Background: an optimization exercise with open tools, aiming at small area. Do not read the settings as production practice.
Only simulation tests tie the RTL to the original design; equivalence was not proved.
No driver is modelled on the clock port, so clocking that relies on it looks cheaper here than on a real chip.
No activity file was given, so power comes from the tool's default toggle rates.

Setup of trial 48:
==> flow/design.v <==
module STS_generator(
    input       [3:0]   addr,
    output reg  [15:0]  rom
);
    always @(*) begin
        case (addr)
            4'd0: rom = {8'hde, 8'h01};
            4'd1: rom = {8'hfd, 8'hec};
            4'd2: rom = {8'h24, 8'hfd};
            4'd3: rom = {8'h18, 8'h00};
            4'd4: rom = {8'h24, 8'hfd};
            4'd5: rom = {8'hfd, 8'hec};
            4'd6: rom = {8'hde, 8'h01};
            4'd7: rom = {8'h0c, 8'h0c};
            4'd8: rom = {8'h01, 8'hde};
            4'd9: rom = {8'hec, 8'hfd};
            4'd10: rom = {8'hfd, 8'h24};
            4'd11: rom = {8'h00, 8'h18};
            4'd12: rom = {8'hfd, 8'h24};
            4'd13: rom = {8'hec, 8'hfd};
            4'd14: rom = {8'h01, 8'hde};
            4'd15: rom = {8'h0c, 8'h0c};
        endcase
    end
endmodule
module LTS_generator(
    input       [5:0]   addr,
    output      [15:0]  rom
);
    wire        neg = addr[5] && (addr[4:0] != 5'd0);
    wire [5:0]  k   = neg ? (~addr + 6'd1) : addr;
    reg  [7:0]  re, im;
    always @(*) begin
        case (k)
            6'd0: begin re = 8'h28; im = 8'h00; end
            6'd1: begin re = 8'hff; im = 8'he1; end
            6'd2: begin re = 8'h0a; im = 8'he4; end
            6'd3: begin re = 8'h19; im = 8'h15; end
            6'd4: begin re = 8'h05; im = 8'h07; end
            6'd5: begin re = 8'h0f; im = 8'hea; end
            6'd6: begin re = 8'he3; im = 8'hf2; end
            6'd7: begin re = 8'hf6; im = 8'he5; end
            6'd8: begin re = 8'h19; im = 8'hf9; end
            6'd9: begin re = 8'h0e; im = 8'h01; end
            6'd10: begin re = 8'h00; im = 8'he3; end
            6'd11: begin re = 8'hdd; im = 8'hf4; end
            6'd12: begin re = 8'h06; im = 8'hf1; end
            6'd13: begin re = 8'h0f; im = 8'hfc; end
            6'd14: begin re = 8'hfa; im = 8'h29; end
            6'd15: begin re = 8'h1f; im = 8'hff; end
            6'd16: begin re = 8'h10; im = 8'hf0; end
            6'd17: begin re = 8'h09; im = 8'h19; end
            6'd18: begin re = 8'hf1; im = 8'h0a; end
            6'd19: begin re = 8'hde; im = 8'h11; end
            6'd20: begin re = 8'h15; im = 8'h18; end
            6'd21: begin re = 8'h12; im = 8'h04; end
            6'd22: begin re = 8'hf1; im = 8'h15; end
            6'd23: begin re = 8'hf2; im = 8'hfa; end
            6'd24: begin re = 8'hf7; im = 8'hd9; end
            6'd25: begin re = 8'he1; im = 8'hfc; end
            6'd26: begin re = 8'hdf; im = 8'hfb; end
            6'd27: begin re = 8'h13; im = 8'hed; end
            6'd28: begin re = 8'hff; im = 8'h0e; end
            6'd29: begin re = 8'he8; im = 8'h1d; end
            6'd30: begin re = 8'h17; im = 8'h1b; end
            6'd31: begin re = 8'h03; im = 8'h19; end
            6'd32: begin re = 8'hd8; im = 8'h00; end
            default: begin re = 8'hxx; im = 8'hxx; end
        endcase
    end
    assign rom = {re, neg ? 8'd0 - im : im};
endmodule
module symbol_train(
    input               clk         ,
    input               rst_n       ,
    input               Tx_Clr      ,
    input               Start_En    ,
    output      [7:0]   Train_Im    ,
    output      [7:0]   Train_Re    ,
    output              Train_Adv
);
    localparam [8:0] ARMED = 9'd63;
    localparam [8:0] DONE  = 9'd385;
    reg  [8:0]  c;
    assign Train_Adv = !Tx_Clr && (Start_En || c != ARMED) && c != DONE;
    always @(posedge clk or negedge rst_n) begin
        if (!rst_n)
            c <= ARMED;
        else if (Tx_Clr)
            c <= ARMED;
        else
            c <= c + {8'd0, Train_Adv};
    end
    wire [15:0] sts_w;
    STS_generator u_STS (.addr(c[3:0]), .rom(sts_w));
    wire [15:0] sts = (c == 9'd63 || c == 9'd223) ? 16'h0606 : sts_w;
    wire [15:0] lts_w;
    LTS_generator u_LTS (.addr(c[5:0]), .rom(lts_w));
    wire [15:0] lts = (c == 9'd224) ? {8'hEC, lts_w[7:0]} :
                      (c == 9'd384) ? 16'h1400 : lts_w;
    wire [15:0] s = (c <= 9'd223) ? sts : lts;
    assign Train_Re = {s[14], s[14:8]};
    assign Train_Im = {s[6], s[6:0]};
endmodule
module spram_64(
    input               clk ,
    input       [15:0]  din ,
    output      [15:0]  dout,
    output      [15:0]  tap
);
    reg [15:0] r [0:63];
    integer i;
    always @(posedge clk) begin
        r[0] <= din;
        for (i = 1; i < 64; i = i + 1)
            r[i] <= r[i-1];
    end
    assign dout = r[63];
    assign tap  = r[47];
endmodule
module cp_add(
    input               clk         ,
    input               rst_n       ,
    input       [7:0]   Din_Re      ,
    input       [7:0]   Din_Im      ,
    input               Din_En      ,
    input       [5:0]   Din_Index   ,
    output      [7:0]   Cp_Re       ,
    output      [7:0]   Cp_Im       ,
    output              Cp_Vld
);
    wire [15:0] dly, first;
    spram_64 u_buf (.clk(clk), .din({Din_Re, Din_Im}), .dout(dly), .tap(first));
    wire        cp     = (Din_Index[5:4] == 2'b11);
    wire        w48    = cp && (Din_Index[3:0] == 4'd0);
    reg  [7:0]  Prev_Re, Prev_Im;
    always @(posedge clk or negedge rst_n) begin
        if (!rst_n) begin
            Prev_Re <= 8'd0;
            Prev_Im <= 8'd0;
        end else if (w48) begin
            Prev_Re <= first[15:8];
            Prev_Im <= first[7:0];
        end
    end
    reg  [6:0]  rd_st;
    wire        rd_en = (rd_st != 7'd0);
    always @(posedge clk or negedge rst_n) begin
        if (!rst_n)
            rd_st <= 7'd0;
        else if (Din_Index == 6'd62)
            rd_st <= 7'h40;
        else if (rd_st == 7'h09)
            rd_st <= 7'd0;
        else
            rd_st <= {rd_st[5:0], rd_st[6] ^ rd_st[5]};
    end
    wire [7:0]  win_re, win_im;
    wire [8:0]  cy_re, cy_im;
    assign cy_re[0] = 1'b0;
    assign cy_im[0] = 1'b0;
    genvar b;
    generate
        for (b = 0; b < 8; b = b + 1) begin : g_add
            assign win_re[b]  = Prev_Re[b] ^ Din_Re[b] ^ cy_re[b];
            assign cy_re[b+1] = (Prev_Re[b] & Din_Re[b]) | (cy_re[b] & (Prev_Re[b] ^ Din_Re[b]));
            assign win_im[b]  = Prev_Im[b] ^ Din_Im[b] ^ cy_im[b];
            assign cy_im[b+1] = (Prev_Im[b] & Din_Im[b]) | (cy_im[b] & (Prev_Im[b] ^ Din_Im[b]));
        end
    endgenerate
    assign Cp_Vld = cp || rd_en;
    assign Cp_Re  = w48 ? {1'b0, win_re[7:1]} : cp ? Din_Re : dly[15:8];
    assign Cp_Im  = w48 ? {1'b0, win_im[7:1]} : cp ? Din_Im : dly[7:0];
endmodule
`timescale 1ns / 1ps
module ofdm_tx_backend(
    input               clk             ,
    input               rst_n           ,
    input               Tx_Clr          ,
    input               Train_Start_En  ,
    input       [7:0]   Din_Re          ,
    input       [7:0]   Din_Im          ,
    input               Din_En          ,
    input       [5:0]   Din_Index       ,
    output reg  [7:0]   Dout_Re         ,
    output reg  [7:0]   Dout_Im         ,
    output reg          Dout_Vld
);
    wire [7:0]       Train_Im   ;
    wire [7:0]       Train_Re   ;
    wire             Train_Adv  ;
    wire [7:0]       Cp_Re      ;
    wire [7:0]       Cp_Im      ;
    wire             Cp_Vld     ;
    symbol_train  u_train (
        .clk                (clk            ),
        .rst_n              (rst_n          ),
        .Tx_Clr             (Tx_Clr         ),
        .Start_En           (Train_Start_En ),
        .Train_Im           (Train_Im       ),
        .Train_Re           (Train_Re       ),
        .Train_Adv          (Train_Adv      )
    );
    cp_add  u_cp_add(
        .clk                (clk            ),
        .rst_n              (rst_n          ),
        .Din_Re             (Din_Re         ),
        .Din_Im             (Din_Im         ),
        .Din_En             (Din_En         ),
        .Din_Index          (Din_Index      ),
        .Cp_Re              (Cp_Re          ),
        .Cp_Im              (Cp_Im          ),
        .Cp_Vld             (Cp_Vld         )
    );
    always @(posedge clk or negedge rst_n) begin
        if (!rst_n)
            Dout_Vld <= 1'b0;
        else
            Dout_Vld <= Train_Adv | Cp_Vld;
    end
    always @(posedge clk) begin
        Dout_Im <= Train_Adv ? Train_Re : Cp_Re;
        Dout_Re <= Train_Adv ? Train_Im : Cp_Im;
    end
endmodule
Settings: LEC_CHECK=0, CAP_MARGIN=20, CORE_MARGIN=2, CORE_UTILIZATION=40, GPL_TIMING_DRIVEN=0, SLEW_MARGIN=20; clock period 5.0 ns.
standard.sh (not shown) runs the stock make flow with config.mk's settings and CLKGATE_MAP_FILE= SYNTH_SCRIPT=/design/flow/synth_recipe.tcl, a recipe that flattens the netlist after the stock synthesis.
==> flow/flow/run.sh <==
#!/bin/bash
# Own layout flow: the standard flow (standard.sh) with
#  - the standard synthesis script, except that ABC maps for area
#    (flow/abc_area.script) instead of delay; registers are untouched,
#  - clock tree synthesis without dummy loads,
#  - the smallest buffer on the input and output ports,
#  - after clock tree synthesis, clock buffers with light loads swapped for
#    smaller ones (flow/post_cts.tcl).
# Each tool's output goes to the ORFS logs under orfs/logs/; make's own
# output goes to flow_make.log here.
set -euo pipefail
W=$(pwd)

# synthesis script: synth_recipe.tcl with the ABC script replaced
{
  echo "proc abc {args} { set i [lsearch \$args -script]; lset args [expr {\$i+1}] $W/flow/abc_area.script; yosys abc {*}\$args }"
  cat "$W/synth_recipe.tcl"
} > "$W/flow_synth.tcl"
sed "s#$W/synth_recipe.tcl#$W/flow_synth.tcl#g" "$W/standard.sh" > "$W/flow_standard.sh"
grep -q flow_synth.tcl "$W/flow_standard.sh"

export CTS_ARGS="-sink_clustering_enable -repair_clock_nets -dont_use_dummy_load -sink_clustering_size 36 -sink_clustering_max_diameter 80"
export BUFFER_PORTS_ARGS="-buffer_cell sky130_fd_sc_hd__buf_1"
export POST_CTS_TCL="$W/flow/post_cts.tcl"

bash "$W/flow_standard.sh" > "$W/flow_make.log" 2>&1
==> flow/flow/abc_area.script <==
strash
&get -n
&deepsyn -T 20
&put
dch -f
amap
==> flow/flow/post_cts.tcl <==
estimate_parasitics -placement
set slew_limit 0.110
set sizes {sky130_fd_sc_hd__clkbuf_16 sky130_fd_sc_hd__clkbuf_8 sky130_fd_sc_hd__clkbuf_4}
proc load_slew { inst } {
  set worst 0.0
  foreach pin [get_pins -of_objects [get_nets -of_objects [get_pins $inst/X]]] {
    if { [get_property $pin direction] != "input" } { continue }
    foreach p {slew_max_rise slew_max_fall} {
      set s [get_property $pin $p]
      if { $s > $worst } { set worst $s }
    }
  }
  return $worst
}
set n_changed 0
foreach inst [get_cells -hierarchical clkbuf_*] {
  set master [get_property [get_property $inst liberty_cell] name]
  if { $master != "sky130_fd_sc_hd__clkbuf_16" } { continue }
  set name [get_property $inst full_name]
  set best $master
  foreach cell [lrange $sizes 1 end] {
    replace_cell $name $cell
    estimate_parasitics -placement
    set s [load_slew $name]
    if { $s <= $slew_limit } {
      set best $cell
    } else {
      break
    }
  }
  replace_cell $name $best
  if { $best != $master } {
    incr n_changed
    puts "post_cts: $name $master -> $best"
  }
}
estimate_parasitics -placement
puts "post_cts: resized $n_changed clock buffers"
Trial 48: done, clean on timing, DRC and antenna
For build 42, these inputs were changed with respect to trial 48:
==> flow/design.v, changed modules only <==
module LTS_generator(
    input       [5:0]   addr,
    output      [15:0]  rom
);
    reg  [7:0]  re, im;
    wire        neg = addr[5] && (addr[4:0] != 5'd0);
    wire [5:0]  ka;
    wire [7:0]  imn;
    genvar i;
    generate
        for (i = 0; i < 6; i = i + 1) begin : g_k
            assign ka[i] = addr[i] ^ (neg & (|(addr & ((6'd1 << i) - 6'd1))));
        end
        for (i = 0; i < 8; i = i + 1) begin : g_im
            assign imn[i] = im[i] ^ (neg & (|(im & ((8'd1 << i) - 8'd1))));
        end
    endgenerate
    wire [5:0]  k   = ka;
    always @(*) begin
        case (k)
            6'd0: begin re = 8'h28; im = 8'h00; end
            6'd1: begin re = 8'hff; im = 8'he1; end
            6'd2: begin re = 8'h0a; im = 8'he4; end
            6'd3: begin re = 8'h19; im = 8'h15; end
            6'd4: begin re = 8'h05; im = 8'h07; end
            6'd5: begin re = 8'h0f; im = 8'hea; end
            6'd6: begin re = 8'he3; im = 8'hf2; end
            6'd7: begin re = 8'hf6; im = 8'he5; end
            6'd8: begin re = 8'h19; im = 8'hf9; end
            6'd9: begin re = 8'h0e; im = 8'h01; end
            6'd10: begin re = 8'h00; im = 8'he3; end
            6'd11: begin re = 8'hdd; im = 8'hf4; end
            6'd12: begin re = 8'h06; im = 8'hf1; end
            6'd13: begin re = 8'h0f; im = 8'hfc; end
            6'd14: begin re = 8'hfa; im = 8'h29; end
            6'd15: begin re = 8'h1f; im = 8'hff; end
            6'd16: begin re = 8'h10; im = 8'hf0; end
            6'd17: begin re = 8'h09; im = 8'h19; end
            6'd18: begin re = 8'hf1; im = 8'h0a; end
            6'd19: begin re = 8'hde; im = 8'h11; end
            6'd20: begin re = 8'h15; im = 8'h18; end
            6'd21: begin re = 8'h12; im = 8'h04; end
            6'd22: begin re = 8'hf1; im = 8'h15; end
            6'd23: begin re = 8'hf2; im = 8'hfa; end
            6'd24: begin re = 8'hf7; im = 8'hd9; end
            6'd25: begin re = 8'he1; im = 8'hfc; end
            6'd26: begin re = 8'hdf; im = 8'hfb; end
            6'd27: begin re = 8'h13; im = 8'hed; end
            6'd28: begin re = 8'hff; im = 8'h0e; end
            6'd29: begin re = 8'he8; im = 8'h1d; end
            6'd30: begin re = 8'h17; im = 8'h1b; end
            6'd31: begin re = 8'h03; im = 8'h19; end
            6'd32: begin re = 8'hd8; im = 8'h00; end
            default: begin re = 8'hxx; im = 8'hxx; end
        endcase
    end
    assign rom = {re, imn};
endmodule
### Flow results
- Build 42: gate count of the mapped netlist 6 below trial 48
- Trial 48 → build 42: starting density of the core neither gained nor lost much; sum of buffers and inverters on the critical path lost 3; overall power of the completed layout lost 300 uW.
- On global-route wire length before repair, trial 48 loses to build 42.
- | met1 wire length | lower: build 42 |
- | actual slew at the worst max-slew pin | build 42 vs trial 48 | 0.25 ns lower |
- Build 42 ended up with a lower combinational cell fraction of total power than trial 48 did.
- In the tables for trial 48 and build 42, global-route usage over all layers reads higher with trial 48.
- Trial 48 and build 42 ended up with roughly the same area after synthesis.
- Looking at via count, build 42 sits below trial 48.
- There was hardly any difference in layout sequential cell count between trial 48 and build 42.
- For sequential power, build 42 and trial 48 come out practically identical.

[re-timing with driven ports]
The results above use ideal ports. As a check the final layouts listed here were re-extracted and re-timed, cells and wires unchanged. Step 1 (the two cells are an assumption about what drives the block):
set clk [get_ports {clk}]
set_driving_cell -lib_cell sky130_fd_sc_hd__clkbuf_16 $clk
set_driving_cell -lib_cell sky130_fd_sc_hd__buf_2 [delete_from_list [all_inputs] $clk]
Step 2, shift: input delay + t, output delay - t, t = (earliest + latest rising clock arrival at the registers) / 2. This alone moves slack from input paths to output paths. Slacks: ideal / step 1 / step 2; pairs: ideal / step 1.
| run | t, ns | setup slack, ns | worst setup path after step 2 | clock arrival spread, ns |
|---|---|---|---|---|
| trial 48 | 0.605 | 0.224 / 0.224 / 0.210 | input to register | 0.073 / 0.073 |
| build 42 | 0.608 | 0.275 / 0.275 / 0.182 | input to register | 0.076 / 0.076 |
After both steps every run listed still meets setup and hold. The setup slack of build 42, which loses most, moves by 0.000 ns with the drivers and by -0.093 ns with both steps.
